This design comes from an exercise in tuning for small area on the open sky130 flow, not from production work.
No run shown here included a check of the RTL's function; only the layout flow was run.
Power is estimated from default activity; no workload was simulated.

File: flow/design.v
module m_sequence_generator (
    input  wire clk_2m,
    input  wire rst_n,
    input  wire step,
    output reg  m_seq_out
);
reg [7:0] lfsr;
wire feedback = lfsr[7] ^ lfsr[3] ^ lfsr[2] ^ lfsr[1];
always @(posedge clk_2m or negedge rst_n) begin
    if (!rst_n) begin
        lfsr      <= 8'b10101010;
        m_seq_out <= 1'b0;
    end else if (step) begin
        lfsr      <= {lfsr[6:0], feedback};
        m_seq_out <= lfsr[7];
    end
end
endmodule
module dpll_clock_recovery (
    input  wire clk_2m,
    input  wire rst_n,
    input  wire pulse_edge,      
    input  wire gate_done,       
    input  wire m_seq_in,
    output reg  recovered_clk,
    output reg  locked
);
reg [30:0] acc;
reg [30:0] INIT_INC;
reg        gate_done_d;
wire [30:0] acc_next = (gate_done_d ? 31'd0 : acc) + (pulse_edge ? 31'd2147 : 31'd0);
always @(posedge clk_2m or negedge rst_n) begin
    if (!rst_n) begin
        acc         <= 31'd0;
        INIT_INC    <= 31'd0;
        gate_done_d <= 1'b0;
    end else begin
        gate_done_d <= gate_done;
        if (!gate_done)
            acc <= acc_next;
        if (gate_done_d)
            INIT_INC <= acc;
    end
end
reg [1:0] m_seq_delay;
always @(posedge clk_2m) m_seq_delay <= {m_seq_delay[0], m_seq_in};
wire edge_detected = m_seq_delay[1] ^ m_seq_delay[0];
reg [15:0] phase_now, phase_diff, phase_error;
reg signed [21:0] int_error;      
reg [31:0] dco_phase;
reg [31:0] dco_increment;
reg [7:0]  lock_counter;
wire signed [15:0] pe_s = phase_error;
wire signed [21:0] int_sum = int_error + (pe_s >>> 2);
wire int_hi = int_error > 22'sd1048575;
wire int_lo = int_error < -22'sd1048575;
wire signed [23:0] int5 = int_error * 24'sd5;
wire [23:0] i_term = {{8{int5[23]}}, int5[23:8]};
wire [31:0] inc_next = {1'b0, INIT_INC} + {16'b0, phase_error} + {8'b0, i_term};
wire pe_small = (pe_s < 16'sd50) && (pe_s > -16'sd50);
always @(posedge clk_2m or negedge rst_n) begin
    if (!rst_n) begin
        phase_now     <= 16'd0;
        phase_diff    <= 16'd0;
        phase_error   <= 16'd0;
        int_error     <= 22'sd0;
        dco_phase     <= 32'd0;
        dco_increment <= 32'd0;
        lock_counter  <= 8'd0;
        recovered_clk <= 1'b0;
        locked        <= 1'b0;
    end else begin
        if (edge_detected) begin
            phase_now   <= dco_phase[31:16];
            phase_diff  <= phase_now;
            phase_error <= phase_diff;
            if (int_hi)
                int_error <= 22'sd1048575;
            else if (int_lo)
                int_error <= -22'sd1048575;
            else
                int_error <= int_sum;
            dco_increment <= inc_next;
            if (pe_small) begin
                if (lock_counter != 8'hFF)
                    lock_counter <= lock_counter + 1'b1;
            end else begin
                if (lock_counter != 8'h00)
                    lock_counter <= lock_counter - 1'b1;
            end
        end
        dco_phase     <= dco_phase + dco_increment;
        recovered_clk <= dco_phase[31];
        locked        <= (lock_counter > 8'd32);
    end
end
endmodule
module display (
    input  wire       sys_clk,
    input  wire       rst_n,
    input  wire       pulse_edge,
    input  wire       gate_done,
    output wire       dot,
    output reg  [3:0] DCBA,
    output reg  [5:0] w_out
);
reg [23:0] pulse_bcd;    
reg [23:0] freq_bcd;     
reg [23:0] bcd_inc;
reg        carry;
integer k;
always @(*) begin
    carry = 1'b1;
    for (k = 0; k < 6; k = k + 1) begin
        if (carry && pulse_bcd[4*k +: 4] == 4'd9) begin
            bcd_inc[4*k +: 4] = 4'd0;
        end else begin
            bcd_inc[4*k +: 4] = pulse_bcd[4*k +: 4] + {3'b0, carry};
            carry = 1'b0;
        end
    end
end
always @(posedge sys_clk or negedge rst_n) begin
    if (!rst_n) begin
        pulse_bcd <= 24'd0;
        freq_bcd  <= 24'd0;
    end else begin
        if (gate_done) begin
            freq_bcd  <= pulse_bcd;
            pulse_bcd <= 24'd0;
        end else if (pulse_edge) begin
            pulse_bcd <= bcd_inc;
        end
    end
end
localparam [10:0] SCAN_FIRST = 11'h066;
localparam [10:0] SCAN_LAST  = 11'h533;
reg [10:0] scan_cnt;
reg [2:0]  scan_sel;
wire       scan_hit = (scan_cnt == SCAN_LAST);
always @(posedge sys_clk or negedge rst_n) begin
    if (!rst_n) begin
        scan_cnt <= SCAN_FIRST;
        scan_sel <= 3'd0;
    end else begin
        scan_cnt <= {scan_cnt[9:0], scan_cnt[10] ^ scan_cnt[8]} ^ {1'b0, scan_hit, 9'b0};
        if (scan_hit)
            scan_sel <= scan_sel + 1'b1;
    end
end
assign dot = 1'b1;
always @(*) begin
    case (scan_sel)
        3'd0: begin w_out = 6'b111110; DCBA = freq_bcd[23:20]; end
        3'd1: begin w_out = 6'b111101; DCBA = freq_bcd[19:16]; end
        3'd2: begin w_out = 6'b111011; DCBA = freq_bcd[15:12]; end
        3'd3: begin w_out = 6'b110111; DCBA = freq_bcd[11:8];  end
        3'd4: begin w_out = 6'b101111; DCBA = freq_bcd[7:4];   end
        3'd5: begin w_out = 6'b011111; DCBA = freq_bcd[3:0];   end
        default: begin w_out = 6'b111111; DCBA = 4'd0; end
    endcase
end
endmodule
module top (
    input  wire       clk_2m,
    input  wire       clk_10k,
    input  wire       rst_n,
    output wire       m_seq_out,
    output wire       sys_clk_out,
    output wire       locked,
    output wire [3:0] DCBA,
    output wire [5:0] w_out,
    output wire       dot
);
reg sync0, sync1;
always @(posedge clk_2m or negedge rst_n) begin
    if (!rst_n) begin
        sync0 <= 1'b0;
        sync1 <= 1'b0;
    end else begin
        sync0 <= clk_10k;
        sync1 <= sync0;
    end
end
wire rise = sync0 & ~sync1;
localparam [20:0] GATE_FIRST = 21'h0bf6b1;
localparam [20:0] GATE_LAST  = 21'h11fb58;
reg [20:0] gate_cnt;
reg        gate_done;
wire       gate_hit = (gate_cnt == GATE_LAST);
always @(posedge clk_2m or negedge rst_n) begin
    if (!rst_n) begin
        gate_cnt  <= GATE_FIRST;
        gate_done <= 1'b0;
    end else begin
        gate_cnt  <= {gate_cnt[19:0], gate_cnt[20] ^ gate_cnt[18]} ^ {1'b0, gate_hit, 19'b0};
        gate_done <= gate_hit;
    end
end
m_sequence_generator m_seq_gen (
    .clk_2m(clk_2m),
    .rst_n(rst_n),
    .step(rise),
    .m_seq_out(m_seq_out)
);
dpll_clock_recovery dpll_clock_recovery (
    .clk_2m(clk_2m),
    .rst_n(rst_n),
    .pulse_edge(rise),
    .gate_done(gate_done),
    .m_seq_in(m_seq_out),
    .recovered_clk(sys_clk_out),
    .locked(locked)
);
display display (
    .sys_clk(clk_2m),
    .rst_n(rst_n),
    .pulse_edge(rise),
    .gate_done(gate_done),
    .dot(dot),
    .DCBA(DCBA),
    .w_out(w_out)
);
endmodule
File: flow/constraint.sdc
create_clock -name core_clock -period 40.0 [get_ports {clk_2m}]
set_input_delay 8.0000 -clock core_clock [delete_from_list [all_inputs] [get_ports {clk_2m}]]
set_output_delay 8.0000 -clock core_clock [all_outputs]
set_load 0.01 [all_outputs]
File: flow/config.mk
export PLATFORM = sky130hd
export DESIGN_NAME = top
export DESIGN_NICKNAME = top
export VERILOG_FILES = /design/flow/design.v
export SDC_FILE = /design/flow/constraint.sdc
export NUM_CORES = 4
export LEC_CHECK = 0
export CAP_MARGIN = 20
export CORE_MARGIN = 2
export CORE_UTILIZATION = 40
export SLEW_MARGIN = 20
File: flow/run.sh
#!/bin/bash
# synth_recipe.tcl (not shown) runs the flow's synth.tcl, then flattens the netlist and writes it again
# the make line also repeats each setting of config.mk as NAME=value (left out here)
make -C /OpenROAD-flow-scripts/flow DESIGN_CONFIG=/design/flow/config.mk WORK_HOME=/design/flow/orfs CLKGATE_MAP_FILE= SYNTH_SCRIPT=/design/flow/synth_recipe.tcl finish
==> results.json, run 1 <==
{
  "synth_most_common_cell": "nand2_1",
  "synth_cells": 1843,
  "fill_cells": 4123,
  "worstPathRequired_ns": 32.00,
  "drt-wirelength-per-cell_microns": 15.54,
  "grt_antenna_before_repair": 0,
  "postRouteAntennaNets": 0,
  "avgViaCountPerCell": 5.269,
  "cts_buffers": 37,
  "clockBufferDepth": 3,
  "chipWidth_microns": 214.0,
  "synthFlopType": "dfrtp_1",
  "port_buffers": 15,
  "rr_startpoint": "dpll_clock_recovery.int_error[7]",
  "grt_max_degree": 90,
  "crit_end": "w_out[2]",
  "htree_levels": 2,
  "worstPathMaxFanout": 16,
  "postLayoutCoreUtil": 0.4530,
  "cts_resized": 0,
  "grt_use_total": 0.1708,
  "cts_root_buffer": "clkbuf_16",
  "max_freq_ghz": 0.09227,
  "drt_pass1_iterations": 5,
  "clk_latency_ns": 0.55,
  "arrival_ns": 2.84,
  "worst_pin_slew_ns": 0.9636,
  "core-area_sq_um": 43270,
  "post_synth_num_cell_types": 81,
  "first_global_vias": 12984,
  "ys_seq_elements": 304,
  "drive_gt1_frac": 0.08849,
  "cts.clk_slew.worst_paths_ns": 0.06,
  "p_comb_frac": 0.052,
  "synth_area_leaders": "dfrtp_1, ha_1, nand2_1, a21oi_1, mux2_2",
  "rsz0062_at_grt": "no",
  "grt_pass1_wl_mm": 65.17,
  "std_cell_rows": 76,
  "hpwl_mm": 26.48,
  "syn_area_sq_um": 17640,
  "clock-sinks": 304,
  "yosysWarnings": 4,
  "status": "timing/DRC/antenna clean",
  "boundaryPins": 17,
  "synth_top_area_frac": 0.3985,
  "ctsHoldBuffers": 0,
  "avgSynthCellArea_sq_um": 9.574,
  "setup.worst_path.start": "display.scan_sel[2]",
  "critical_path_class": "reg2out",
  "yosysSeqAreaShare": 0.4321,
  "end_kind": "primary output",
  "syn2layout_area_growth_pct": 11.08,
  "worstHoldPathType": "reg2reg",
  "post-route-period-util": 0.2709,
  "drt_first_iter_violations": 764,
  "holdWs_ns": 0.3585,
  "final-hold-violation-count": 0,
  "switchingPower_mw": 0.1673,
  "synth_edf_count": 0,
  "synthesis.nets": 2023,
  "tns_ns": 0,
  "async_flop_share": 0.9934,
  "cap_violations": 0,
  "maxSlewHeadroom": 0.3576,
  "gp_congestion": 0.8385,
  "irDropWorstVdd_v": 0.00002664,
  "fin_worst_skew_ns": 0.01971,
  "period_minus_slack_ns": 10.84,
  "setup_violations": 0,
  "slew_violations": 0,
  "tritoncts": "built",
  "synthTopCellsByCount": "nand2_1, dfrtp_1, ha_1, a21oi_1, nor2_1",
  "initial_core_util": 0.4078,
  "p_int_mw": 0.5280,
  "die_y_microns": 214.0,
  "drt_drc_violations_left": 0,
  "pwr_density_cell_nw_per_um2": 35.48,
  "reg2reg_depth": 21,
  "post_cts_buffers": 0,
  "synth_area_leader_cell": "dfrtp_1",
  "nNetsFinal": 2032,
  "timing.rr.end": "dpll_clock_recovery.dco_increment[30]",
  "r2r_setup_slack_ns": 33.92,
  "n_antenna_cell": 0,
  "vias": 12966,
  "dieArea_sq_um": 45810,
  "pwr-share-seq": 0.479,
  "sw_frac_of_total": 0.2406,
  "p_leak_nw": 9.763,
  "wl_mm": 38.25,
  "p_clk_frac": 0.469,
  "startpoint_type": "flop",
  "grt_overflow_total": 0
}
==> cell families (layout without fill, tap and decap cells) <==
group	count (synthesis)	count (layout)	share of synthesized area
other	1	1	0.0002125
multiplexers	67	67	0.04205
AO/OA/AOI/OAI	413	413	0.1430
buffers and inverters	154	187	0.03312
flip-flops	304	304	0.4321
AND/OR/NAND/NOR	613	613	0.1585
XOR/XNOR	114	114	0.05659
adder cells (fa/ha/maj)	177	177	0.1344
==> stage by stage <==
stage	setup WS, ns	cell area [sq um]	power [mW]	std cells
2_1_floorplan	30.31	17640	0.3591	1843
3_3_place_gp	29.76	18430	0.3734	2398
3_5_place_dp	29.68	18430	0.3757	2398
4_1_cts	29.07	19600	0.7085	2461
5_1_grt	28.93	19600	0.7267	2461
6_report	29.16	19600	0.6954	2461
==> worst min-delay path by stage <==
stage	startpoint	endpoint	slack, ns	cells past startpoint
floorplan	gate_cnt[2]	gate_cnt[3]	0.35	0
global placement	display.scan_cnt[9]	display.scan_cnt[10]	0.36	0
detailed placement	gate_cnt[13]	gate_cnt[14]	0.36	0
CTS	gate_cnt[13]	gate_cnt[14]	0.36	0
global route	gate_cnt[13]	gate_cnt[14]	0.36	0
finish	gate_cnt[13]	gate_cnt[14]	0.36	0
==> critical path, stage by stage, from the launching register on <==
cell and delay [ns]:
dfrtp_1 0.71, inv_1 0.21, ha_1 0.33, or4_1 0.55, clkdlybuf4s50_1 0.49
==> state kept, by name (all words and copies together), names as in the netlist, 3 cells and up <==
signal                             count
m_seq_gen.lfsr                         8
display.freq_bcd                      24
dpll_clock_recovery.dco_increment     32
dpll_clock_recovery.acc               31
dpll_clock_recovery.phase_error       16
display.scan_sel                       3
display.pulse_bcd                     24
dpll_clock_recovery.dco_phase         32
dpll_clock_recovery.INIT_INC          31
dpll_clock_recovery.int_error         22
dpll_clock_recovery.lock_counter       8
dpll_clock_recovery.phase_diff        16
gate_cnt                              21
display.scan_cnt                      11
dpll_clock_recovery.phase_now         16
==> power groups by stage <==
stage          Sequential, mW  Combinational [mW]  Clock [mW]
6_report                0.333              0.0362       0.326
2_1_floorplan           0.333              0.0257           0
3_3_place_gp            0.338              0.0353           0
3_5_place_dp            0.339              0.0369           0
5_1_grt                 0.335              0.0425       0.349
4_1_cts                 0.333              0.0374       0.338
==> placed cells by master, fill, tap and decap left out, types with 6 or more instances in the layout <==
master / n
nand2_1: 299
dfrtp_1: 279
ha_1: 156
a21oi_1: 141
nor2_1: 119
o21ai_0: 117
inv_1: 95
xnor2_1: 59
mux2_2: 56
xor2_1: 53
nand3_1: 44
a21o_1: 39
clkbuf_16: 38
nand4_1: 28
fa_1: 21
dfstp_2: 21
nor3_1: 20
nand2b_1: 18
nor2b_1: 18
a31oi_1: 16
clkdlybuf4s50_1: 14
buf_4: 13
a211oi_1: 11
nor4_1: 10
mux2i_1: 10
o211ai_1: 10
clkbuf_1: 10
and3_1: 9
o21bai_1: 8
o21a_1: 7
clkinv_2: 6
==> area by class of cell <==
class | instances | area (sq um) | share of cell area
clock buffers | 52 | 1044 | 0.05324
clock inverters | 11 | 121.4 | 0.006193
multi-input cells | 1385 | 9463 | 0.4828
inverters | 96 | 360.3 | 0.01839
well taps | 585 | 732.0 | 0.03735
repair buffers | 28 | 252.7 | 0.01290
flip-flops and latches | 304 | 7626 | 0.3891
==> metal layers <==
metal	GRT usage	vias to the layer above	share of wire
li1	-	6461	-
met1	0.2315	6296	0.48
met2	0.2788	162	0.46
met3	0.02809	47	0.035
met4	0.05594	0	0.023
met5	0	-	0
==> inputs of run 2 (changes only) <==
--- a/flow/design.v
+++ b/flow/design.v
@@ -26,20 +26,30 @@
     output reg  locked
 );
+parameter KP = 8'h10;    
+parameter KI = 8'h05;    
 reg [30:0] acc;
 reg [30:0] INIT_INC;
 reg        gate_done_d;
-wire [30:0] acc_next = (gate_done_d ? 31'd0 : acc) + (pulse_edge ? 31'd2147 : 31'd0);
+wire       cnt = pulse_edge & ~gate_done;
+wire [30:0] acc_next;
+rca #(31) acc_add (
+    .a(acc & {31{~gate_done_d}}),
+    .b({19'd0, cnt, 4'd0, cnt, cnt, 3'd0, cnt, cnt}),    
+    .ci(1'b0),
+    .s(acc_next)
+);
 always @(posedge clk_2m or negedge rst_n) begin
     if (!rst_n) begin
         acc         <= 31'd0;
-        INIT_INC    <= 31'd0;
         gate_done_d <= 1'b0;
     end else begin
         gate_done_d <= gate_done;
-        if (!gate_done)
-            acc <= acc_next;
-        if (gate_done_d)
-            INIT_INC <= acc;
-    end
+        acc         <= acc_next;
+    end
+end
+wire load_all = ~rst_n;
+always @(posedge clk_2m) begin
+    if (gate_done_d | load_all)
+        INIT_INC <= acc;
 end
 reg [1:0] m_seq_delay;
@@ -47,24 +57,62 @@
 wire edge_detected = m_seq_delay[1] ^ m_seq_delay[0];
 reg [15:0] phase_now, phase_diff, phase_error;
-reg signed [21:0] int_error;      
+reg [21:0] int_error;      
 reg [31:0] dco_phase;
 reg [31:0] dco_increment;
 reg [7:0]  lock_counter;
-wire signed [15:0] pe_s = phase_error;
-wire signed [21:0] int_sum = int_error + (pe_s >>> 2);
-wire int_hi = int_error > 22'sd1048575;
-wire int_lo = int_error < -22'sd1048575;
-wire signed [23:0] int5 = int_error * 24'sd5;
+wire [21:0] int_sum;
+rca #(22) int_add (
+    .a(int_error),
+    .b({{8{phase_error[15]}}, phase_error[15:2]}),
+    .ci(1'b0),
+    .s(int_sum)
+);
+wire int_hi = ~int_error[21] & int_error[20];
+wire int_lo = int_error[21] & (~int_error[20] | ~|int_error[19:0]);
+wire [21:0] int_next = int_hi ? 22'h0FFFFF :
+                       int_lo ? 22'h300001 : int_sum;
+wire [23:0] int_sx = {{2{int_error[21]}}, int_error};
+wire [23:0] int5;
+rca #(24) int5_add (
+    .a(int_sx),
+    .b({int_sx[21:0], 2'b00}),
+    .ci(1'b0),
+    .s(int5)
+);
 wire [23:0] i_term = {{8{int5[23]}}, int5[23:8]};
-wire [31:0] inc_next = {1'b0, INIT_INC} + {16'b0, phase_error} + {8'b0, i_term};
-wire pe_small = (pe_s < 16'sd50) && (pe_s > -16'sd50);
-always @(posedge clk_2m or negedge rst_n) begin
-    if (!rst_n) begin
-        phase_now     <= 16'd0;
-        phase_diff    <= 16'd0;
-        phase_error   <= 16'd0;
-        int_error     <= 22'sd0;
+wire [24:0] pi_sum;
+rca #(25) pi_add (
+    .a({1'b0, i_term}),
+    .b({9'd0, phase_error}),
+    .ci(1'b0),
+    .s(pi_sum)
+);
+wire [31:0] inc_next;
+rca #(32) inc_add (
+    .a({1'b0, INIT_INC}),
+    .b({7'd0, pi_sum}),
+    .ci(1'b0),
+    .s(inc_next)
+);
+wire pe_small = phase_error[15] ? (phase_error > 16'hFFCE) : (phase_error < 16'd50);
+wire lc_sat = pe_small ? (&lock_counter) : ~|lock_counter;
+wire [7:0] lc_next;
+rca #(8) lc_add (
+    .a(lock_counter),
+    .b({{7{~pe_small}}, 1'b1}),
+    .ci(1'b0),
+    .s(lc_next)
+);
+wire [31:0] phase_next;
+rca #(32) nco_add (
+    .a(dco_phase),
+    .b(dco_increment),
+    .ci(1'b0),
+    .s(phase_next)
+);
+always @(posedge clk_2m or negedge rst_n) begin
+    if (!rst_n) begin
+        int_error     <= 22'd0;
         dco_phase     <= 32'd0;
-        dco_increment <= 32'd0;
         lock_counter  <= 8'd0;
         recovered_clk <= 1'b0;
@@ -72,25 +120,19 @@
     end else begin
         if (edge_detected) begin
-            phase_now   <= dco_phase[31:16];
-            phase_diff  <= phase_now;
-            phase_error <= phase_diff;
-            if (int_hi)
-                int_error <= 22'sd1048575;
-            else if (int_lo)
-                int_error <= -22'sd1048575;
-            else
-                int_error <= int_sum;
-            dco_increment <= inc_next;
-            if (pe_small) begin
-                if (lock_counter != 8'hFF)
-                    lock_counter <= lock_counter + 1'b1;
-            end else begin
-                if (lock_counter != 8'h00)
-                    lock_counter <= lock_counter - 1'b1;
-            end
+            int_error <= int_next;
+            if (!lc_sat)
+                lock_counter <= lc_next;
         end
-        dco_phase     <= dco_phase + dco_increment;
+        dco_phase     <= phase_next;
         recovered_clk <= dco_phase[31];
         locked        <= (lock_counter > 8'd32);
+    end
+end
+always @(posedge clk_2m) begin
+    if (edge_detected | load_all) begin
+        phase_now     <= dco_phase[31:16];
+        phase_diff    <= phase_now;
+        phase_error   <= phase_diff;
+        dco_increment <= inc_next;
     end
 end
@@ -223,2 +265,20 @@
 );
 endmodule
+module rca #(
+    parameter W = 8
+) (
+    input  wire [W-1:0] a,
+    input  wire [W-1:0] b,
+    input  wire         ci,
+    output wire [W-1:0] s
+);
+wire [W:0] c;
+assign c[0] = ci;
+genvar i;
+generate
+    for (i = 0; i < W; i = i + 1) begin : bit_
+        assign s[i]   = a[i] ^ b[i] ^ c[i];
+        assign c[i+1] = (a[i] & b[i]) | (c[i] & (a[i] ^ b[i]));
+    end
+endgenerate
+endmodule
==> results.json, run 2 <==
{
  "status": "timing/DRC/antenna clean",
  "final_cell_area_sq_um": 15960,
  "end_kind": "flop",
  "post_synth_num_cell_types": 56,
  "stdcell_count": 1491,
  "max_freq_ghz": 0.07514,
  "hold_path_depth": 0,
  "worstPathRequired_ns": 40.25,
  "maxSlewHeadroom": 0.3185,
  "tns_ns": 0,
  "gp_congestion": 0.7616,
  "largestRegisters": "dpll_clock_recovery.dco_increment x32, dpll_clock_recovery.dco_phase x32",
  "fin_worst_skew_ns": 0.01469,
  "synth_most_common_cell": "dfrtp_1",
  "pwr_density_cell_nw_per_um2": 54.35,
  "syn2layout_area_growth_pct": 13.68,
  "crit_top_cell": "fa_1",
  "final_cell_mix": "dfrtp_1, inv_1, fa_1",
  "drt-wirelength-per-cell_microns": 15.25,
  "grt_use_total": 0.1369,
  "grt_overflow_total": 0,
  "vias": 7138,
  "cpMaxStageDelayCell": "fa_1",
  "cts.clk_slew.worst_paths_ns": 0.06,
  "cts_root_buffer": "clkbuf_16",
  "hpwl_mm": 15.55,
  "synth_cells": 974,
  "grt_antenna_before_repair": 0,
  "p_leak_nw": 7.207,
  "timing.rr.end": "dpll_clock_recovery.dco_increment[30]",
  "slowest_delay_ns": 0.50,
  "hp-start": "gate_cnt[2]",
  "dieArea_sq_um": 36620,
  "yosysSeqAreaShare": 0.5825,
  "grt_max_degree": 81,
  "drt_drc_violations_left": 0,
  "reg2reg_depth": 42,
  "drt_first_iter_violations": 431,
  "chipWidth_microns": 191.4,
  "clockBufferDepth": 3,
  "post-route-period-util": 0.3327,
  "mostFrequentLayoutCell": "dfrtp_1",
  "synth_area_leader_cell": "dfrtp_1",
  "slew_violations": 0,
  "post_cts_buffers": 0,
  "dp.cells": 1429,
  "r2r_setup_slack_ns": 26.69,
  "synth_edf_count": 111,
  "n_antenna_cell": 0,
  "setup_violations": 0,
  "cts_buffers": 35,
  "rr_startpoint": "dpll_clock_recovery.int_error[3]",
  "synthFlopType": "dfrtp_1",
  "synthTopCellsByCount": "dfrtp_1, inv_1, fa_1, edfxtp_1, ha_1",
  "startpoint_type": "flop",
  "nNetsFinal": 1189,
  "first_global_vias": 7701,
  "holdWs_ns": 0.3633,
  "async_flop_share": 0.6283,
  "cts_resized": 0,
  "final-hold-violation-count": 0,
  "dpl_cell_area_sq_um": 14760,
  "postRouteAntennaNets": 0,
  "worst_pin_slew_ns": 1.022,
  "die_y_microns": 191.4,
  "critical_path_class": "reg2reg",
  "period_minus_slack_ns": 13.31,
  "initial_core_util": 0.4065,
  "ys_seq_elements": 304,
  "clk_latency_ns": 0.50,
  "worstPathMaxFanout": 4,
  "core-area_sq_um": 34540,
  "clock-sinks": 304,
  "drt_pass1_iterations": 5,
  "arrival_ns": 13.56,
  "ctsHoldBuffers": 0,
  "synth_top_area_frac": 0.3029,
  "cap_violations": 0,
  "rsz0062_at_grt": "no",
  "wl_mm": 22.74,
  "std_cell_rows": 68,
  "htree_levels": 2,
  "synth_area_leaders": "dfrtp_1, edfxtp_1, fa_1, ha_1, dfstp_2",
  "whs_endpoint": "gate_cnt[3]",
  "worstHoldPathType": "reg2reg",
  "avgSynthCellArea_sq_um": 14.42,
  "drive_gt1_frac": 0.1207,
  "boundaryPins": 17,
  "yosysWarnings": 4,
  "grt_pass1_wl_mm": 39.74,
  "avgViaCountPerCell": 4.787,
  "port_buffers": 15,
  "tritoncts": "built",
  "irDropWorstVdd_v": 0.00003115,
  "syn_area_sq_um": 14040,
  "synthesis.nets": 1152
}
## run 2: changes by cell type in the layout (fill, tap and decap cells not counted), sizes merged, moves of 26 or more
cell    change
a21o       -37
nor2       -90
edfxtp    +111
dfrtp     -111
xor2       -49
mux2       -26
fa         +93
inv        +52
nand2     -252
xnor2      -50
ha         -95
nand3      -34
a21oi     -109
o21ai     -105
## run 2: cell families after synthesis
group           after synthesis  share of synthesized area
simple gates                168                    0.06308
other cells                   1                  0.0002671
compound gates              108                    0.05346
xor+xnor                     15                   0.009355
fa+ha+maj                   175                     0.2169
buf+inv                     168                    0.04518
flops                       304                     0.5825
mux                          35                    0.02932
## run 2: how the worst max path moves through the flow
stage,from,to,depth (start not counted)
floorplan,dpll_clock_recovery.int_error[3],dpll_clock_recovery.dco_increment[30],42
CTS,dpll_clock_recovery.int_error[3],dpll_clock_recovery.dco_increment[30],42
global placement,dpll_clock_recovery.int_error[3],dpll_clock_recovery.dco_increment[30],42
detailed placement,dpll_clock_recovery.int_error[3],dpll_clock_recovery.dco_increment[30],42
finish,dpll_clock_recovery.int_error[3],dpll_clock_recovery.dco_increment[30],42
global route,dpll_clock_recovery.int_error[3],dpll_clock_recovery.dco_increment[30],42
## run 2: final cells by class
type / count / area, sq um
clock inverters: 20 / 264.0
flip-flops and latches: 304 / 8179
inverters: 144 / 540.5
well taps: 455 / 569.3
repair buffers: 24 / 221.5
clock buffers: 42 / 942.2
multi-input cells: 502 / 5246
fillers: 3086 / 18580
## run 2: worst max-delay path, delay by kind of cell, from the launching register on
family                     cells  cell delay (ns)
adders and majority gates     34            12.01
DFF                            1             0.42
and+or+nand+nor                1             0.11
AOI/OAI and AO/OA              4             0.38
buffers and inverters          3             0.17
## run 2: stage by stage
stage | util | setup WS (ns) | power [mW]
after global routing | 0.4621 | 26.13 | 0.9248
after floorplan | - | 27.18 | 0.5021
after CTS | 0.4621 | 26.56 | 0.8855
after global placement | 0.4271 | 26.85 | 0.5356
after detailed placement | 0.4272 | 26.55 | 0.5472
final | 0.4621 | 26.69 | 0.8675
## run 2: routing by layer
layer	vias up	routed length [microns]	share of wire	global-route usage
li1	3345	-	-	-
met1	3653	10560	0.46	0.1910
met2	106	10840	0.48	0.2183
met3	34	841	0.037	0.02332
met4	0	499	0.022	0.04556
met5	-	0	0	0
## run 2: where the power goes
part | switching [mW] | internal, mW
clock | 0.124 | 0.207
sequential | 0.0310 | 0.391
combinational | 0.0612 | 0.0529
==> inputs of run 3 (changes only) <==
--- a/flow/config.mk
+++ b/flow/config.mk
@@ -9,3 +9,5 @@
 export CORE_MARGIN = 2
 export CORE_UTILIZATION = 40
+export CTS_BUF_LIST = sky130_fd_sc_hd__clkbuf_4
+export CTS_CLUSTER_SIZE = 20
 export SLEW_MARGIN = 20
==> results.json, run 3 <==
{
  "period_minus_slack_ns": 13.29,
  "largestRegisters": "dpll_clock_recovery.dco_increment x32, dpll_clock_recovery.dco_phase x32",
  "synthesis.nets": 1152,
  "synth_most_common_cell": "dfrtp_1",
  "postRouteAntennaNets": 0,
  "synth_area_leader_cell": "dfrtp_1",
  "async_flop_share": 0.6283,
  "ys_seq_elements": 304,
  "grt_use_total": 0.1413,
  "ctsHoldBuffers": 0,
  "clockBufferDepth": 3,
  "yosysWarnings": 4,
  "boundaryPins": 17,
  "post_cts_buffers": 0,
  "grt_antenna_before_repair": 1,
  "critical_path_class": "reg2reg",
  "worstPathMaxFanout": 4,
  "cap_violations": 0,
  "clock-sinks": 304,
  "drive_gt1_frac": 0.1917,
  "cts_root_buffer": "clkbuf_4",
  "post_synth_num_cell_types": 56,
  "crit_top_cell": "fa_1",
  "synth_area_leaders": "dfrtp_1, edfxtp_1, fa_1, ha_1, dfstp_2",
  "avgSynthCellArea_sq_um": 14.42,
  "clk_latency_ns": 0.69,
  "worst_pin_slew_ns": 1.057,
  "post-route-period-util": 0.3323,
  "drt-wirelength-per-cell_microns": 14.60,
  "syn_area_sq_um": 14040,
  "maxSlewHeadroom": 0.2954,
  "grt_overflow_total": 0,
  "mostFrequentLayoutCell": "dfrtp_1",
  "htree_levels": 3,
  "rr_startpoint": "dpll_clock_recovery.int_error[3]",
  "fin_worst_skew_ns": 0.05768,
  "final_cell_mix": "dfrtp_1, inv_1, clkbuf_4",
  "synth_cells": 974,
  "dpl_cell_area_sq_um": 14760,
  "dieArea_sq_um": 36620,
  "irDropWorstVdd_v": 0.00002177,
  "tns_ns": 0,
  "pwr_density_cell_nw_per_um2": 51.55,
  "first_global_vias": 8152,
  "nNetsFinal": 1237,
  "die_y_microns": 191.4,
  "std_cell_rows": 68,
  "cpMaxStageDelayCell": "fa_1",
  "worstHoldPathType": "reg2reg",
  "regArea_sq_um": 8179,
  "drt_drc_violations_left": 0,
  "hpwl_mm": 15.55,
  "tritoncts": "built",
  "drt_pass1_iterations": 4,
  "setup_violations": 0,
  "synth_top_area_frac": 0.3029,
  "postLayoutCoreUtil": 0.4596,
  "synth_edf_count": 111,
  "fill_cells": 3170,
  "drt_first_iter_violations": 349,
  "slowest_delay_ns": 0.50,
  "arrival_ns": 13.73,
  "rsz0062_at_grt": "no",
  "grt_pass1_wl_mm": 40.81,
  "final_cell_area_sq_um": 15880,
  "vias": 7464,
  "startpoint_type": "flop",
  "status": "timing/DRC/antenna clean",
  "avgViaCountPerCell": 4.715,
  "slew_violations": 0,
  "finalPower_mw": 0.8185,
  "syn2layout_area_growth_pct": 13.06,
  "cts.clk_slew.worst_paths_ns": 0.06,
  "synthFlopType": "dfrtp_1",
  "wl_mm": 23.12,
  "gp_congestion": 0.7616,
  "max_freq_ghz": 0.07523,
  "multi_input_area_sq_um": 5246,
  "end_kind": "flop",
  "worstPathRequired_ns": 40.44,
  "core-area_sq_um": 34540,
  "grt_max_degree": 81,
  "yosysSeqAreaShare": 0.5825,
  "hp-start": "display.scan_cnt[9]",
  "setup.worst_path.start": "dpll_clock_recovery.int_error[3]",
  "initial_core_util": 0.4065,
  "p_leak_nw": 7.286,
  "port_buffers": 15,
  "cts_buffers": 83,
  "chipWidth_microns": 191.4,
  "synthTopCellsByCount": "dfrtp_1, inv_1, fa_1, edfxtp_1, ha_1",
  "final-hold-violation-count": 0,
  "cts_resized": 0
}
-- run 3: changes by cell type in the layout (fill, tap and decap cells not counted), sizes merged --
cell | previous run | this run
bufinv | 6 | 0
clkbuf | 43 | 141
clkinv | 10 | 9
clkinvlp | 1 | 2
diode | 0 | 1
inv | 147 | 146
-- run 3: worst paths after layout --
| path | slack, ns | end | depth (start not counted) |
|---|---|---|---|
| setup / recovery | 26.71 | dpll_clock_recovery.dco_increment[30] | 42 |
| hold / removal | 0.36 | display.scan_cnt[10] | 0 |
| setup reg to reg | 26.71 | dpll_clock_recovery.dco_increment[30] | 42 |
| hold reg to reg | 0.36 | display.scan_cnt[10] | 0 |
| max in group asynchronous | 31.28 | dpll_clock_recovery.acc[8] | 2 |
| min in group asynchronous | 7.30 | dpll_clock_recovery.acc[30] | 1 |
-- run 3: cell families after synthesis --
family                   share of synthesized area
adder cells (fa/ha/maj)                     0.2169
other                                    0.0002671
flip-flops                                  0.5825
AO/OA/AOI/OAI                              0.05346
XOR/XNOR                                  0.009355
buffers and inverters                      0.04518
AND/OR/NAND/NOR                            0.06308
multiplexers                               0.02932
-- run 3: layout make-up --
cell class / count / area share
diodes: 1 / 0.0001576
clock buffers: 140 / 0.06620
clock inverters: 13 / 0.004177
inverters: 144 / 0.03405
multi-input cells: 502 / 0.3304
flip-flops and latches: 304 / 0.5152
well taps: 455 / 0.03586
repair buffers: 24 / 0.01395
-- run 3: power by group --
group	internal, mW	switching, mW	leakage, nW
clock	0.158	0.126	0.670
sequential	0.391	0.0307	3.49
combinational	0.0528	0.0609	3.12
-- run 3: metrics by stage --
stage                     hold WS, ns  setup slack [ns]  instances
final                          0.3554             26.71       1583
after floorplan                0.3471             27.18        974
after CTS                      0.3598             26.60       1582
after global placement         0.3542             26.85       1429
after global routing           0.3386             26.17       1583
after detailed placement       0.3566             26.55       1429
-- run 3: per-layer routing --
metal / global-route usage / vias to the layer above / routed length [microns]
met4: 0.06657 / 0 / 635
met3: 0.03231 / 56 / 1032
li1: - / 3502 / -
met5: 0 / - / 0
met1: 0.1878 / 3761 / 10430
met2: 0.2204 / 145 / 11020
-- run 3: critical path, delay by kind of cell, from the launching register on --
kind	cells	cell delay, ns
adders and majority gates	34	12.01
AOI/OAI and AO/OA	4	0.37
and+or+nand+nor	1	0.11
buffers and inverters	3	0.16
DFF	1	0.42
==> inputs of run 4 (changes only) <==
--- a/flow/config.mk
+++ b/flow/config.mk
@@ -9,5 +9,6 @@
 export CORE_MARGIN = 2
 export CORE_UTILIZATION = 40
-export CTS_BUF_LIST = sky130_fd_sc_hd__clkbuf_4
+export CTS_BUF_LIST = sky130_fd_sc_hd__clkbuf_8
+export CTS_CLUSTER_DIAMETER = 50
 export CTS_CLUSTER_SIZE = 20
 export SLEW_MARGIN = 20
==> results.json, run 4 <==
{
  "drt_first_iter_violations": 401,
  "grt_antenna_before_repair": 0,
  "post_cts_buffers": 0,
  "cap_violations": 0,
  "reg2reg_depth": 42,
  "timing.rr.end": "dpll_clock_recovery.dco_increment[30]",
  "worstHoldPathType": "reg2reg",
  "ys_seq_elements": 304,
  "setup_violations": 0,
  "grt_overflow_total": 0,
  "p_clk_frac": 0.302,
  "synthFlopType": "dfrtp_1",
  "status": "timing/DRC/antenna clean",
  "p_leak_nw": 7.023,
  "port_buffers": 15,
  "grt_use_total": 0.1355,
  "synth_cells": 974,
  "rsz0062_at_grt": "no",
  "yosysWarnings": 4,
  "pwr_density_cell_nw_per_um2": 49.33,
  "initial_core_util": 0.4065,
  "syn_area_sq_um": 14040,
  "hold_path_depth": 0,
  "final_cell_mix": "dfrtp_1, inv_1, fa_1",
  "cts_resized": 0,
  "crit_top_cell": "fa_1",
  "post-route-period-util": 0.3318,
  "p_int_mw": 0.5585,
  "post_synth_num_cell_types": 56,
  "switchingPower_mw": 0.2075,
  "max_freq_ghz": 0.07535,
  "drt-wirelength-per-cell_microns": 15.09,
  "sw_frac_of_total": 0.2709,
  "slew_violations": 0,
  "startpoint_type": "flop",
  "drive_gt1_frac": 0.1227,
  "cts.clk_slew.worst_paths_ns": 0.09,
  "avgSynthCellArea_sq_um": 14.42,
  "worst_pin_slew_ns": 1.026,
  "synth_top_area_frac": 0.3029,
  "synthesis.nets": 1152,
  "grt_max_degree": 81,
  "syn2layout_area_growth_pct": 10.59,
  "cts_buffers": 34,
  "clk_latency_ns": 0.54,
  "hpwl_mm": 15.55,
  "largestRegisters": "dpll_clock_recovery.dco_increment x32, dpll_clock_recovery.dco_phase x32",
  "vias": 7111,
  "htree_levels": 2,
  "cpMaxStageDelayCell": "fa_1",
  "dieArea_sq_um": 36620,
  "pwr-share-seq": 0.549,
  "grt_pass1_wl_mm": 39.39,
  "r2r_setup_slack_ns": 26.73,
  "drt_drc_violations_left": 0,
  "drt_pass1_iterations": 5,
  "mostFrequentLayoutCell": "dfrtp_1",
  "avgViaCountPerCell": 4.772,
  "dp.cells": 1429,
  "worstPathMaxFanout": 4,
  "fin_worst_skew_ns": 0.04972,
  "stdcell_count": 1490,
  "gp_congestion": 0.7616,
  "clockBufferDepth": 3,
  "ctsHoldBuffers": 0,
  "maxSlewHeadroom": 0.3157,
  "wl_mm": 22.48,
  "postRouteAntennaNets": 0,
  "irDropWorstVdd_v": 0.00002986,
  "final-hold-violation-count": 0,
  "synth_area_leaders": "dfrtp_1, edfxtp_1, fa_1, ha_1, dfstp_2",
  "clock-sinks": 304,
  "nNetsFinal": 1188,
  "die_y_microns": 191.4,
  "async_flop_share": 0.6283,
  "std_cell_rows": 68,
  "boundaryPins": 17,
  "critical_path_class": "reg2reg",
  "worstPathRequired_ns": 40.29,
  "synth_edf_count": 111,
  "end_kind": "flop",
  "yosysSeqAreaShare": 0.5825,
  "arrival_ns": 13.56,
  "synthTopCellsByCount": "dfrtp_1, inv_1, fa_1, edfxtp_1, ha_1",
  "chipWidth_microns": 191.4,
  "slowest_delay_ns": 0.50,
  "cts_root_buffer": "clkbuf_8",
  "tritoncts": "built",
  "first_global_vias": 7648,
  "synth_area_leader_cell": "dfrtp_1",
  "tns_ns": 0,
  "setup.worst_path.start": "dpll_clock_recovery.int_error[3]",
  "crit_end": "dpll_clock_recovery.dco_increment[30]",
  "synth_most_common_cell": "dfrtp_1",
  "core-area_sq_um": 34540,
  "period_minus_slack_ns": 13.27,
  "rr_startpoint": "dpll_clock_recovery.int_error[3]",
  "p_comb_frac": 0.148,
  "n_antenna_cell": 0
}
[run 4: changes by cell type in the layout (fill, tap and decap cells not counted), sizes merged]
cell / before / now
clkbuf: 141 / 38
bufinv: 0 / 4
clkinv: 9 / 13
inv: 146 / 149
diode: 1 / 0
[run 4: worst max-delay path: cells and delay by family (launching register included)]
family / cells / cell delay (ns)
buffers and inverters: 3 / 0.16
flip-flops: 1 / 0.41
AND/OR/NAND/NOR: 1 / 0.11
AO/OA/AOI/OAI: 4 / 0.38
adder cells (fa/ha/maj): 34 / 12.01
[run 4: power by group through the flow]
stage | registers [mW] | logic [mW] | clock network, mW
6_report | 0.421 | 0.114 | 0.232
5_1_grt | 0.429 | 0.140 | 0.253
4_1_cts | 0.423 | 0.120 | 0.242
3_5_place_dp | 0.429 | 0.119 | 0
3_3_place_gp | 0.427 | 0.108 | 0
2_1_floorplan | 0.419 | 0.0834 | 0
[run 4: final cells by class]
cell class	count	area (sq um)
inverter	144	540.5
timing repair buffer	24	221.5
sequential	304	8179
fill	3124	19010
clock inverter	24	264.0
clock buffer	37	509.2
multi-input combinational	502	5246
tap	455	569.3
[run 4: through the flow]
stage / power (mW) / utilization / setup slack, ns / instance area [sq um] / hold WS, ns
finish: 0.7661 / 0.4496 / 26.73 / 15530 / 0.3681
global route: 0.8222 / 0.4496 / 26.19 / 15530 / 0.3751
CTS: 0.7838 / 0.4496 / 26.60 / 15530 / 0.3691
detailed placement: 0.5472 / 0.4272 / 26.55 / 14760 / 0.3566
global placement: 0.5356 / 0.4271 / 26.85 / 14750 / 0.3542
floorplan: 0.5021 / - / 27.18 / 14040 / 0.3471
[run 4: cell families after synthesis]
| logic type | count (synthesis) | share of synthesized area |
|---|---|---|
| fa+ha+maj | 175 | 0.2169 |
| flops | 304 | 0.5825 |
| simple gates | 168 | 0.06308 |
| other cells | 1 | 0.0002671 |
| xor+xnor | 15 | 0.009355 |
| buf+inv | 168 | 0.04518 |
| compound gates | 108 | 0.05346 |
| mux | 35 | 0.02932 |
[run 4: worst min-delay path by stage]
stage	startpoint	to	slack, ns
3_3_place_gp	gate_cnt[16]	gate_cnt[17]	0.35
2_1_floorplan	gate_cnt[2]	gate_cnt[3]	0.35
5_1_grt	gate_cnt[15]	gate_cnt[16]	0.38
4_1_cts	gate_cnt[15]	gate_cnt[16]	0.37
3_5_place_dp	display.scan_cnt[5]	display.scan_cnt[6]	0.36
6_report	gate_cnt[15]	gate_cnt[16]	0.37
[run 4: layer usage]
metal	GRT usage	wire [microns]
met3	0.02221	752
met2	0.2144	10680
met4	0.04822	563
met5	0	0
met1	0.1900	10490
==> inputs of run 5 (changes only) <==
--- a/flow/config.mk
+++ b/flow/config.mk
@@ -9,6 +9,6 @@
 export CORE_MARGIN = 2
 export CORE_UTILIZATION = 40
-export CTS_BUF_LIST = sky130_fd_sc_hd__clkbuf_8
-export CTS_CLUSTER_DIAMETER = 50
-export CTS_CLUSTER_SIZE = 20
+export CTS_BUF_LIST = sky130_fd_sc_hd__clkbuf_16
+export CTS_CLUSTER_DIAMETER = 60
+export CTS_CLUSTER_SIZE = 30
 export SLEW_MARGIN = 20
==> results.json, run 5 <==
{
  "status": "timing/DRC/antenna clean",
  "cap_violations": 0,
  "largestRegisters": "dpll_clock_recovery.dco_increment x32, dpll_clock_recovery.dco_phase x32",
  "worstHoldPathType": "reg2reg",
  "rsz0062_at_grt": "no",
  "wl_mm": 22.46,
  "worst_pin_slew_ns": 1.025,
  "n_antenna_cell": 0,
  "fill_cells": 3092,
  "avgViaCountPerCell": 4.786,
  "final_cell_mix": "dfrtp_1, inv_1, fa_1",
  "ys_seq_elements": 304,
  "initial_core_util": 0.4065,
  "p_comb_frac": 0.140,
  "async_flop_share": 0.6283,
  "port_buffers": 15,
  "grt_pass1_wl_mm": 39.26,
  "nNetsFinal": 1180,
  "yosysSeqAreaShare": 0.5825,
  "synth_top_area_frac": 0.3029,
  "drive_gt1_frac": 0.1164,
  "critical_path_class": "reg2reg",
  "clock-sinks": 304,
  "post-route-period-util": 0.3325,
  "htree_levels": 1,
  "synthFlopType": "dfrtp_1",
  "boundaryPins": 17,
  "first_global_vias": 7539,
  "cts_resized": 0,
  "std_cell_rows": 68,
  "p_clk_frac": 0.345,
  "fin_worst_skew_ns": 0.01830,
  "worstPathRequired_ns": 40.30,
  "period_minus_slack_ns": 13.30,
  "switchingPower_mw": 0.2274,
  "cpMaxStageDelayCell": "fa_1",
  "dp.cells": 1429,
  "max_freq_ghz": 0.07520,
  "post_synth_num_cell_types": 56,
  "drt_pass1_iterations": 5,
  "grt_max_degree": 81,
  "layout_setup_ws_ns": 26.70,
  "ctsHoldBuffers": 0,
  "synthTopCellsByCount": "dfrtp_1, inv_1, fa_1, edfxtp_1, ha_1",
  "slew_violations": 0,
  "pre_cts_ws_ns": 26.55,
  "synthesis.nets": 1152,
  "grt_overflow_total": 0,
  "crit_buf_inv": 3,
  "setup_violations": 0,
  "clk_latency_ns": 0.54,
  "synth_most_common_cell": "dfrtp_1",
  "gp_congestion": 0.7616,
  "die_y_microns": 191.4,
  "startpoint_type": "flop",
  "grt_antenna_before_repair": 0,
  "avgSynthCellArea_sq_um": 14.42,
  "stdcell_count": 1477,
  "drt_drc_violations_left": 0,
  "chipWidth_microns": 191.4,
  "sw_frac_of_total": 0.2779,
  "grt_use_total": 0.1339,
  "irDropWorstVdd_v": 0.00003133,
  "syn2layout_area_growth_pct": 12.15,
  "synth_edf_count": 111,
  "maxSlewHeadroom": 0.3168,
  "yosysWarnings": 4,
  "dieArea_sq_um": 36620,
  "cts_buffers": 26,
  "syn_area_sq_um": 14040,
  "slowest_delay_ns": 0.50,
  "vias": 7069,
  "final-hold-violation-count": 0,
  "holdWs_ns": 0.3671,
  "crit_top_cell": "fa_1",
  "synth_area_leader_cell": "dfrtp_1",
  "drt-wirelength-per-cell_microns": 15.21,
  "pwr_density_cell_nw_per_um2": 51.95,
  "arrival_ns": 13.60,
  "core-area_sq_um": 34540,
  "cts_root_buffer": "clkbuf_16",
  "synth_cells": 974,
  "mostFrequentLayoutCell": "dfrtp_1",
  "postRouteAntennaNets": 0,
  "pwr-share-seq": 0.515,
  "worstPathMaxFanout": 4,
  "end_kind": "flop",
  "hpwl_mm": 15.55,
  "tritoncts": "built",
  "post_cts_buffers": 0,
  "crit_family": "adder cells",
  "tns_ns": 0,
  "cts.clk_slew.worst_paths_ns": 0.08,
  "drt_first_iter_violations": 359,
  "synth_area_leaders": "dfrtp_1, edfxtp_1, fa_1, ha_1, dfstp_2",
  "clockBufferDepth": 3,
  "p_leak_nw": 7.099,
  "p_int_mw": 0.5908
}
[run 5: worst paths after layout]
| kind | cells after the start | end | slack, ns | startpoint |
|---|---|---|---|---|
| max | 42 | dpll_clock_recovery.dco_increment[30] | 26.70 | dpll_clock_recovery.int_error[3] |
| min | 0 | display.scan_cnt[6] | 0.37 | display.scan_cnt[5] |
| max reg2reg | 42 | dpll_clock_recovery.dco_increment[30] | 26.70 | dpll_clock_recovery.int_error[3] |
| min reg2reg | 0 | display.scan_cnt[6] | 0.37 | display.scan_cnt[5] |
| max in group asynchronous | 2 | dpll_clock_recovery.acc[1] | 31.17 | rst_n |
| min in group asynchronous | 1 | dpll_clock_recovery.dco_phase[29] | 7.43 | rst_n |
[run 5: final cells by class]
class,count,area [sq um],area share
Clock buffer,27,675.6,0.04290
Clock inverter,21,316.6,0.02010
Inverter,144,540.5,0.03432
Multi-Input combinational cell,502,5246,0.3331
Sequential cell,304,8179,0.5193
Tap cell,455,569.3,0.03615
Timing Repair Buffer,24,221.5,0.01406
[run 5: stage by stage]
stage	util	power (mW)	area [sq um]
floorplan	-	0.5021	14040
detailed placement	0.4272	0.5472	14760
global placement	0.4271	0.5356	14750
global route	0.4559	0.8721	15750
finish	0.4559	0.8182	15750
CTS	0.4559	0.8352	15750
[run 5: logic make-up (layout without fill, tap and decap cells)]
group           after synthesis  in the layout  share of synthesized area
other cells                   1              1                  0.0002671
xor+xnor                     15             15                   0.009355
fa+ha+maj                   175            175                     0.2169
buf+inv                     168            216                    0.04518
simple gates                168            168                    0.06308
mux                          35             35                    0.02932
compound gates              108            108                    0.05346
flops                       304            304                     0.5825
[run 5: power by group through the flow]
stage	logic, mW	clock network (mW)	registers, mW
after global routing	0.140	0.302	0.430
after floorplan	0.0834	0	0.419
after detailed placement	0.119	0	0.429
after CTS	0.121	0.292	0.423
after global placement	0.108	0	0.427
final	0.115	0.283	0.421
[run 5: layer usage]
layer / track usage / vias up / part of all wire / wire [microns]
met4: 0.03462 / 0 / 0.022 / 499
li1: - / 3317 / - / -
met3: 0.01964 / 36 / 0.038 / 855
met1: 0.1910 / 3612 / 0.46 / 10390
met2: 0.2161 / 104 / 0.48 / 10720
met5: 0 / - / 0 / 0
==> inputs of run 6 (changes only) <==
--- a/flow/design.v
+++ b/flow/design.v
@@ -32,7 +32,9 @@
 reg        gate_done_d;
 wire       cnt = pulse_edge & ~gate_done;
+wire load_all = ~rst_n;
+wire acc_clr  = gate_done_d | load_all;
 wire [30:0] acc_next;
 rca #(31) acc_add (
-    .a(acc & {31{~gate_done_d}}),
+    .a(acc & {31{~acc_clr}}),
     .b({19'd0, cnt, 4'd0, cnt, cnt, 3'd0, cnt, cnt}),    
     .ci(1'b0),
@@ -40,15 +42,12 @@
 );
 always @(posedge clk_2m or negedge rst_n) begin
-    if (!rst_n) begin
-        acc         <= 31'd0;
+    if (!rst_n)
         gate_done_d <= 1'b0;
-    end else begin
+    else
         gate_done_d <= gate_done;
-        acc         <= acc_next;
-    end
-end
-wire load_all = ~rst_n;
+end
 always @(posedge clk_2m) begin
-    if (gate_done_d | load_all)
+    acc <= acc_next;
+    if (acc_clr)
         INIT_INC <= acc;
 end
@@ -149,30 +148,28 @@
 reg [23:0] pulse_bcd;    
 reg [23:0] freq_bcd;     
-reg [23:0] bcd_inc;
-reg        carry;
-integer k;
-always @(*) begin
-    carry = 1'b1;
-    for (k = 0; k < 6; k = k + 1) begin
-        if (carry && pulse_bcd[4*k +: 4] == 4'd9) begin
-            bcd_inc[4*k +: 4] = 4'd0;
-        end else begin
-            bcd_inc[4*k +: 4] = pulse_bcd[4*k +: 4] + {3'b0, carry};
-            carry = 1'b0;
-        end
-    end
-end
+wire        clr = gate_done | ~rst_n;
+wire [6:0]  carry;
+wire [23:0] bcd_next;
+assign carry[0] = pulse_edge;
+genvar k;
+generate
+    for (k = 0; k < 6; k = k + 1) begin : digit
+        wire [3:0] d = pulse_bcd[4*k +: 4];
+        wire [3:0] n;
+        assign n[0] = ~d[0];
+        assign n[1] = ~d[3] & (d[1] ^ d[0]);
+        assign n[2] = d[2] ^ (d[1] & d[0]);
+        assign n[3] = (d[2] & d[1] & d[0]) | (d[3] & ~d[0]);
+        assign carry[k+1] = carry[k] & d[3] & d[0];
+        assign bcd_next[4*k +: 4] = clr ? 4'd0 : carry[k] ? n : d;
+    end
+endgenerate
+always @(posedge sys_clk)
+    pulse_bcd <= bcd_next;
 always @(posedge sys_clk or negedge rst_n) begin
-    if (!rst_n) begin
-        pulse_bcd <= 24'd0;
-        freq_bcd  <= 24'd0;
-    end else begin
-        if (gate_done) begin
-            freq_bcd  <= pulse_bcd;
-            pulse_bcd <= 24'd0;
-        end else if (pulse_edge) begin
-            pulse_bcd <= bcd_inc;
-        end
-    end
+    if (!rst_n)
+        freq_bcd <= 24'd0;
+    else if (gate_done)
+        freq_bcd <= pulse_bcd;
 end
 localparam [10:0] SCAN_FIRST = 11'h066;
--- a/flow/config.mk
+++ b/flow/config.mk
@@ -9,6 +9,6 @@
 export CORE_MARGIN = 2
 export CORE_UTILIZATION = 40
-export CTS_BUF_LIST = sky130_fd_sc_hd__clkbuf_16
-export CTS_CLUSTER_DIAMETER = 60
-export CTS_CLUSTER_SIZE = 30
+export CTS_BUF_LIST = sky130_fd_sc_hd__clkbuf_8
+export CTS_CLUSTER_DIAMETER = 50
+export CTS_CLUSTER_SIZE = 20
 export SLEW_MARGIN = 20
==> results.json, run 6 <==
{
  "synthesis.nets": 1140,
  "end_kind": "flop",
  "slew_violations": 0,
  "post-route-period-util": 0.3571,
  "std_cell_rows": 67,
  "cts_resized": 0,
  "cts_buffers": 35,
  "arrival_ns": 14.72,
  "hp-start": "gate_cnt[4]",
  "synth_most_common_cell": "inv_1",
  "avgSynthCellArea_sq_um": 14.11,
  "clockBufferDepth": 3,
  "dieArea_sq_um": 35630,
  "maxSlewHeadroom": 0.3168,
  "async_flop_share": 0.4474,
  "crit_top_cell": "ha_1",
  "cts_root_buffer": "clkbuf_8",
  "cap_violations": 0,
  "worst_pin_slew_ns": 1.023,
  "grt_use_total": 0.1296,
  "final_cell_mix": "inv_1, dfrtp_1, fa_1",
  "mostFrequentLayoutCell": "inv_1",
  "core-area_sq_um": 33620,
  "post_synth_num_cell_types": 52,
  "hpwl_mm": 14.66,
  "grt_util_met1": 0.1806,
  "largestRegisters": "dpll_clock_recovery.dco_increment x32, dpll_clock_recovery.dco_phase x32",
  "critical_path_class": "in2reg",
  "drt_pass1_iterations": 4,
  "postLayoutCoreUtil": 0.4507,
  "startpoint_type": "input port",
  "max_freq_ghz": 0.07001,
  "use_met3": 0.02421,
  "clock-sinks": 304,
  "postRouteAntennaNets": 0,
  "ctsHoldBuffers": 0,
  "wl_mm": 21.04,
  "rsz0062_at_grt": "no",
  "period_minus_slack_ns": 14.28,
  "synthTopCellsByCount": "inv_1, dfrtp_1, fa_1, edfxtp_1, nand2_1",
  "syn2layout_area_growth_pct": 10.95,
  "synth_area_leader_cell": "edfxtp_1",
  "first_global_vias": 7335,
  "syn_area_sq_um": 13660,
  "n_antenna_cell": 0,
  "setup_violations": 0,
  "rr_startpoint": "dpll_clock_recovery.int_error[3]",
  "drive_gt1_frac": 0.1267,
  "cpMaxStageDelayCell": "fa_1",
  "grt_overflow_total": 0,
  "status": "timing/DRC/antenna clean",
  "tns_ns": 0,
  "drt_first_iter_violations": 371,
  "port_buffers": 15,
  "die_y_microns": 188.8,
  "cts.clk_slew.worst_paths_ns": 0.11,
  "initial_core_util": 0.4062,
  "p_leak_nw": 6.643,
  "setup.worst_path.start": "rst_n",
  "synth_edf_count": 111,
  "nNetsFinal": 1172,
  "drt_drc_violations_left": 0,
  "fill_cells": 3018,
  "synthFlopType": "dfrtp_1",
  "chipWidth_microns": 188.8,
  "htree_levels": 2,
  "grt_pass1_wl_mm": 37.44,
  "busiest_layer": "met2",
  "synth_top_area_frac": 0.2441,
  "synth_area_leaders": "edfxtp_1, dfrtp_1, fa_1, dfxtp_1, ha_1",
  "yosysWarnings": 4,
  "post_cts_buffers": 0,
  "worstPathRequired_ns": 40.44,
  "fin_worst_skew_ns": 0.02913,
  "drt-wirelength-per-cell_microns": 14.27,
  "yosysSeqAreaShare": 0.5788,
  "worstPathMaxFanout": 32,
  "worstHoldPathType": "reg2reg",
  "final-hold-violation-count": 0,
  "ys_seq_elements": 304,
  "pwr_density_cell_nw_per_um2": 46.51,
  "irDropWorstVdd_v": 0.00001812,
  "boundaryPins": 17,
  "synth_cells": 968,
  "avgViaCountPerCell": 4.632,
  "tritoncts": "built",
  "slowest_delay_ns": 0.36,
  "global_route.usage.met2": 0.2089,
  "gp_congestion": 0.7581,
  "grt_max_degree": 81,
  "grt_antenna_before_repair": 0,
  "vias": 6828,
  "clk_latency_ns": 0.54
}
-- run 6: per-layer routing --
| layer | share of wire | wire, microns | vias to the layer above |
|---|---|---|---|
| met1 | 0.47 | 9863 | 3473 |
| li1 | - | - | 3262 |
| met4 | 0.019 | 395 | 0 |
| met3 | 0.032 | 682 | 31 |
| met2 | 0.48 | 10100 | 62 |
| met5 | 0 | 0 | - |
-- run 6: logic make-up after synthesis --
group	Yosys count	share of synthesized area
buffers and inverters	168	0.04655
other	1	0.0002746
multiplexers	35	0.03015
XOR/XNOR	24	0.01539
flip-flops	304	0.5788
adder cells (fa/ha/maj)	169	0.2175
AO/OA/AOI/OAI	88	0.04352
AND/OR/NAND/NOR	179	0.06780
-- run 6: path summary, 6_finish.rpt --
path	slack, ns	end	cells past startpoint
min in group asynchronous	7.32	gate_cnt[1]	1
setup reg to reg	26.58	dpll_clock_recovery.dco_increment[30]	42
hold / removal	0.37	gate_cnt[5]	0
hold reg to reg	0.37	gate_cnt[5]	0
max in group asynchronous	31.52	dpll_clock_recovery.int_error[19]	2
setup / recovery	25.72	dpll_clock_recovery.acc[30]	41
-- run 6: metrics by stage --
step | hold slack (ns) | total power [mW] | instances | area, sq um | worst slack [ns]
floorplan | 0.3466 | 0.4432 | 968 | 13660 | 25.76
global placement | 0.3525 | 0.4639 | 1411 | 14330 | 25.17
detailed placement | 0.3538 | 0.4752 | 1411 | 14330 | 25.12
CTS | 0.3681 | 0.7194 | 1474 | 15150 | 25.69
global route | 0.3701 | 0.7509 | 1474 | 15150 | 25.16
finish | 0.3673 | 0.7046 | 1474 | 15150 | 25.72
-- run 6: worst max-delay path, delay by kind of cell --
kind          cells  cell delay, ns
buf+inv           8            0.69
fa+ha+maj        30            5.54
xor+xnor          1            0.13
simple gates      2            0.35
-- run 6: cell type report --
type	count	area [sq um]	share of cell area
inverters	142	533.0	0.03518
clock inverters	24	289.0	0.01908
repair buffers	21	196.4	0.01297
flip-flops and latches	304	7904	0.5217
clock buffers	39	536.8	0.03543
multi-input cells	496	5131	0.3387
well taps	448	560.5	0.03700
-- run 6: power by group --
| group | internal [mW] | switching [mW] |
|---|---|---|
| clock network | 0.118 | 0.124 |
| registers | 0.367 | 0.0208 |
| logic | 0.0350 | 0.0405 |
| total | 0.520 | 0.185 |
==> inputs of run 7 (changes only) <==
==> flow/flow/run.sh (new file) <==
#!/bin/bash
# Standard layout, with clock tree synthesis run without dummy loads.
set -euo pipefail
export CTS_ARGS="-sink_clustering_enable -repair_clock_nets -dont_use_dummy_load -buf_list sky130_fd_sc_hd__clkbuf_8 -sink_clustering_size 20 -sink_clustering_max_diameter 50"
bash standard.sh > standard.log 2>&1
==> flow/standard.sh (new file) <==
#!/bin/bash
# synth_recipe.tcl (not shown) runs the flow's synth.tcl, then flattens the netlist and writes it again
# the make line also repeats each setting of config.mk as NAME=value (left out here)
make -C /OpenROAD-flow-scripts/flow DESIGN_CONFIG=/design/flow/config.mk WORK_HOME=/design/flow/orfs CLKGATE_MAP_FILE= SYNTH_SCRIPT=/design/flow/synth_recipe.tcl "${@:-finish}"
--- a/flow/config.mk
+++ b/flow/config.mk
@@ -9,6 +9,3 @@
 export CORE_MARGIN = 2
 export CORE_UTILIZATION = 40
-export CTS_BUF_LIST = sky130_fd_sc_hd__clkbuf_8
-export CTS_CLUSTER_DIAMETER = 50
-export CTS_CLUSTER_SIZE = 20
 export SLEW_MARGIN = 20
removed: flow/run.sh
==> results.json, run 7 <==
{
  "syn2layout_area_growth_pct": 8.430,
  "cts_root_buffer": "clkbuf_8",
  "tritoncts": "built",
  "worst_pin_slew_ns": 1.023,
  "top_layer_used": "met4",
  "yosysWarnings": 4,
  "clk_latency_ns": 0.54,
  "finalPower_mw": 0.6376,
  "drt_pass1_iterations": 4,
  "port_buffers": 15,
  "post_synth_num_cell_types": 52,
  "synthesis.nets": 1140,
  "dr_wl_met3_microns": 663,
  "critical_path_class": "in2reg",
  "core-area_sq_um": 33620,
  "ys_seq_elements": 304,
  "avgSynthCellArea_sq_um": 14.11,
  "vias": 6769,
  "worstHoldPathType": "reg2reg",
  "synth_edf_count": 111,
  "clock-sinks": 304,
  "chipWidth_microns": 188.8,
  "drt_drc_violations_left": 0,
  "rr_startpoint": "dpll_clock_recovery.int_error[3]",
  "gp_congestion": 0.7581,
  "regArea_sq_um": 7904,
  "slowest_delay_ns": 0.36,
  "rsz0062_at_grt": "no",
  "syn_area_sq_um": 13660,
  "slew_violations": 0,
  "p_leak_nw": 6.479,
  "hp-start": "dpll_clock_recovery.acc[15]",
  "switchingPower_mw": 0.1575,
  "nNetsFinal": 1172,
  "m1WireLength_mm": 9.744,
  "tns_ns": 0,
  "synth_area_leaders": "edfxtp_1, dfrtp_1, fa_1, dfxtp_1, ha_1",
  "grt_antenna_before_repair": 0,
  "cts_resized": 0,
  "cts.clk_slew.worst_paths_ns": 0.10,
  "cap_violations": 0,
  "wl_mm": 20.78,
  "final-hold-violation-count": 0,
  "irDropWorstVdd_v": 0.00001689,
  "fin_worst_skew_ns": 0.06616,
  "synthTopCellsByCount": "inv_1, dfrtp_1, fa_1, edfxtp_1, nand2_1",
  "sw_frac_of_total": 0.2471,
  "drt_first_iter_violations": 300,
  "hpwl_mm": 14.66,
  "setup_violations": 0,
  "postRouteAntennaNets": 0,
  "p_comb_frac": 0.118,
  "max_freq_ghz": 0.07009,
  "worstPathRequired_ns": 40.44,
  "mostFrequentLayoutCell": "inv_1",
  "synth_top_area_frac": 0.2441,
  "pwr-share-seq": 0.608,
  "p_clk_frac": 0.273,
  "p_int_mw": 0.4801,
  "crit_top_cell": "ha_1",
  "grt_use_total": 0.1287,
  "setup.worst_path.start": "rst_n",
  "period_minus_slack_ns": 14.27,
  "boundaryPins": 17,
  "maxSlewHeadroom": 0.3181,
  "std_cell_rows": 67,
  "first_global_vias": 7237,
  "synth_area_leader_cell": "edfxtp_1",
  "dr_wl_met2_mm": 9.985,
  "startpoint_type": "input port",
  "status": "timing/DRC/antenna clean",
  "worstPathMaxFanout": 32,
  "initial_core_util": 0.4062,
  "multi_input_area_sq_um": 5131,
  "final_cell_mix": "inv_1, dfrtp_1, fa_1",
  "grt_max_degree": 81,
  "n_antenna_cell": 0,
  "largestRegisters": "dpll_clock_recovery.dco_increment x32, dpll_clock_recovery.dco_phase x32",
  "dieArea_sq_um": 35630,
  "htree_levels": 2,
  "r2r_setup_slack_ns": 26.59,
  "pwr_density_cell_nw_per_um2": 43.06,
  "end_kind": "flop",
  "drive_gt1_frac": 0.1042,
  "synth_cells": 968,
  "synth_most_common_cell": "inv_1",
  "grt_pass1_wl_mm": 37.07,
  "ctsHoldBuffers": 0,
  "async_flop_share": 0.4474,
  "cts_buffers": 35,
  "clockBufferDepth": 3,
  "fill_cells": 3039,
  "drt-wirelength-per-cell_microns": 14.37,
  "yosysSeqAreaShare": 0.5788,
  "arrival_ns": 14.71,
  "post_cts_buffers": 0,
  "cpMaxStageDelayCell": "fa_1",
  "grt_overflow_total": 0,
  "synthFlopType": "dfrtp_1",
  "post-route-period-util": 0.3567,
  "die_y_microns": 188.8,
  "avgViaCountPerCell": 4.681
}
## run 7: cell counts after synthesis
Identical to the previous run, type by type.
## run 7: layout make-up
type / count / share of cell area
inverters: 142 / 0.03600
repair buffers: 21 / 0.01327
clock buffers: 35 / 0.03253
multi-input cells: 496 / 0.3465
well taps: 448 / 0.03786
flip-flops and latches: 304 / 0.5338
## run 7: worst max-delay path: cells and delay by family
family / cells / cell delay, ns
buffers and inverters: 8 / 0.69
XOR/XNOR: 1 / 0.12
adder cells (fa/ha/maj): 30 / 5.53
AND/OR/NAND/NOR: 2 / 0.35
## run 7: worst paths after layout
| path | to | cells after the start |
|---|---|---|
| min in group asynchronous | m_seq_gen.lfsr[0] | 1 |
| max in group asynchronous | dpll_clock_recovery.int_error[21] | 2 |
| min reg2reg | dpll_clock_recovery.INIT_INC[15] | 0 |
| min | dpll_clock_recovery.INIT_INC[15] | 0 |
| max reg2reg | dpll_clock_recovery.dco_increment[30] | 42 |
| max | dpll_clock_recovery.acc[30] | 41 |
## run 7: kinds of logic after synthesis
logic type,Yosys count,synth area share
simple gates,179,0.06780
other cells,1,0.0002746
flops,304,0.5788
fa+ha+maj,169,0.2175
xor+xnor,24,0.01539
mux,35,0.03015
buf+inv,168,0.04655
compound gates,88,0.04352
## run 7: routing by layer
metal,track usage,vias to the layer above
met4,0.03696,0
met2,0.2067,68
li1,-,3232
met3,0.02459,27
met1,0.1792,3442
met5,0,-
## run 7: stage by stage
step	worst slack (ns)	cells	utilization	hold WS, ns	instance area (sq um)
floorplan	25.76	968	-	0.3466	13660
CTS	25.70	1446	0.4405	0.3419	14810
global route	25.19	1446	0.4405	0.3428	14810
global placement	25.17	1411	0.4261	0.3525	14330
finish	25.73	1446	0.4405	0.3429	14810
detailed placement	25.12	1411	0.4261	0.3538	14330
## run 7: power groups by stage
stage / clock (mW) / combinational (mW) / sequential, mW
floorplan: 0 / 0.0538 / 0.389
global placement: 0 / 0.0698 / 0.394
detailed placement: 0 / 0.0803 / 0.395
CTS: 0.184 / 0.0786 / 0.389
global route: 0.196 / 0.0927 / 0.394
finish: 0.174 / 0.0753 / 0.388

==> port drivers added, routing unchanged <==
How much do the figures lean on ideal ports? The routed layouts below were timed once more, with nothing changed but the port constraints. Step 1 sets driving cells, clkbuf_16 on the clock port and buf_2 on the other inputs (assumed; they add their load-dependent delay and slew). Step 2, shift: input delay + t, output delay - t, t = (earliest + latest rising clock arrival at the registers) / 2. This alone moves slack from input paths to output paths. Slacks: ideal ports / drivers / drivers and shift; pairs: ideal ports / drivers.
| run | shift t [ns] | slack for setup (ns) | worst hold slack (ns) | worst setup path after step 2 | slew at the worst register clock pin (ns) |
|---|---|---|---|---|---|
| run 1 | 0.598 | 29.162 / 29.108 / 29.706 | 0.359 / 0.359 / 0.359 | register to output | 0.06 / 0.06 |
| run 2 | 0.542 | 26.691 / 26.691 / 26.691 | 0.363 / 0.363 / 0.363 | register to register | 0.06 / 0.06 |
| run 3 | 0.706 | 26.707 / 26.707 / 26.707 | 0.355 / 0.355 / 0.355 | register to register | 0.07 / 0.07 |
| run 4 | 0.565 | 26.728 / 26.728 / 26.728 | 0.368 / 0.368 / 0.368 | register to register | 0.10 / 0.10 |
| run 5 | 0.585 | 26.702 / 26.702 / 26.702 | 0.367 / 0.367 / 0.367 | register to register | 0.09 / 0.09 |
| run 6 | 0.571 | 25.715 / 25.729 / 25.158 | 0.367 / 0.367 / 0.367 | input to register | 0.11 / 0.11 |
| run 7 | 0.555 | 25.733 / 25.747 / 25.192 | 0.343 / 0.343 / 0.343 | input to register | 0.10 / 0.10 |
After both steps setup and hold are still met in every run listed. For run 6, which loses most, drivers alone change the setup slack by +0.014 ns; drivers and shift together by -0.557 ns.
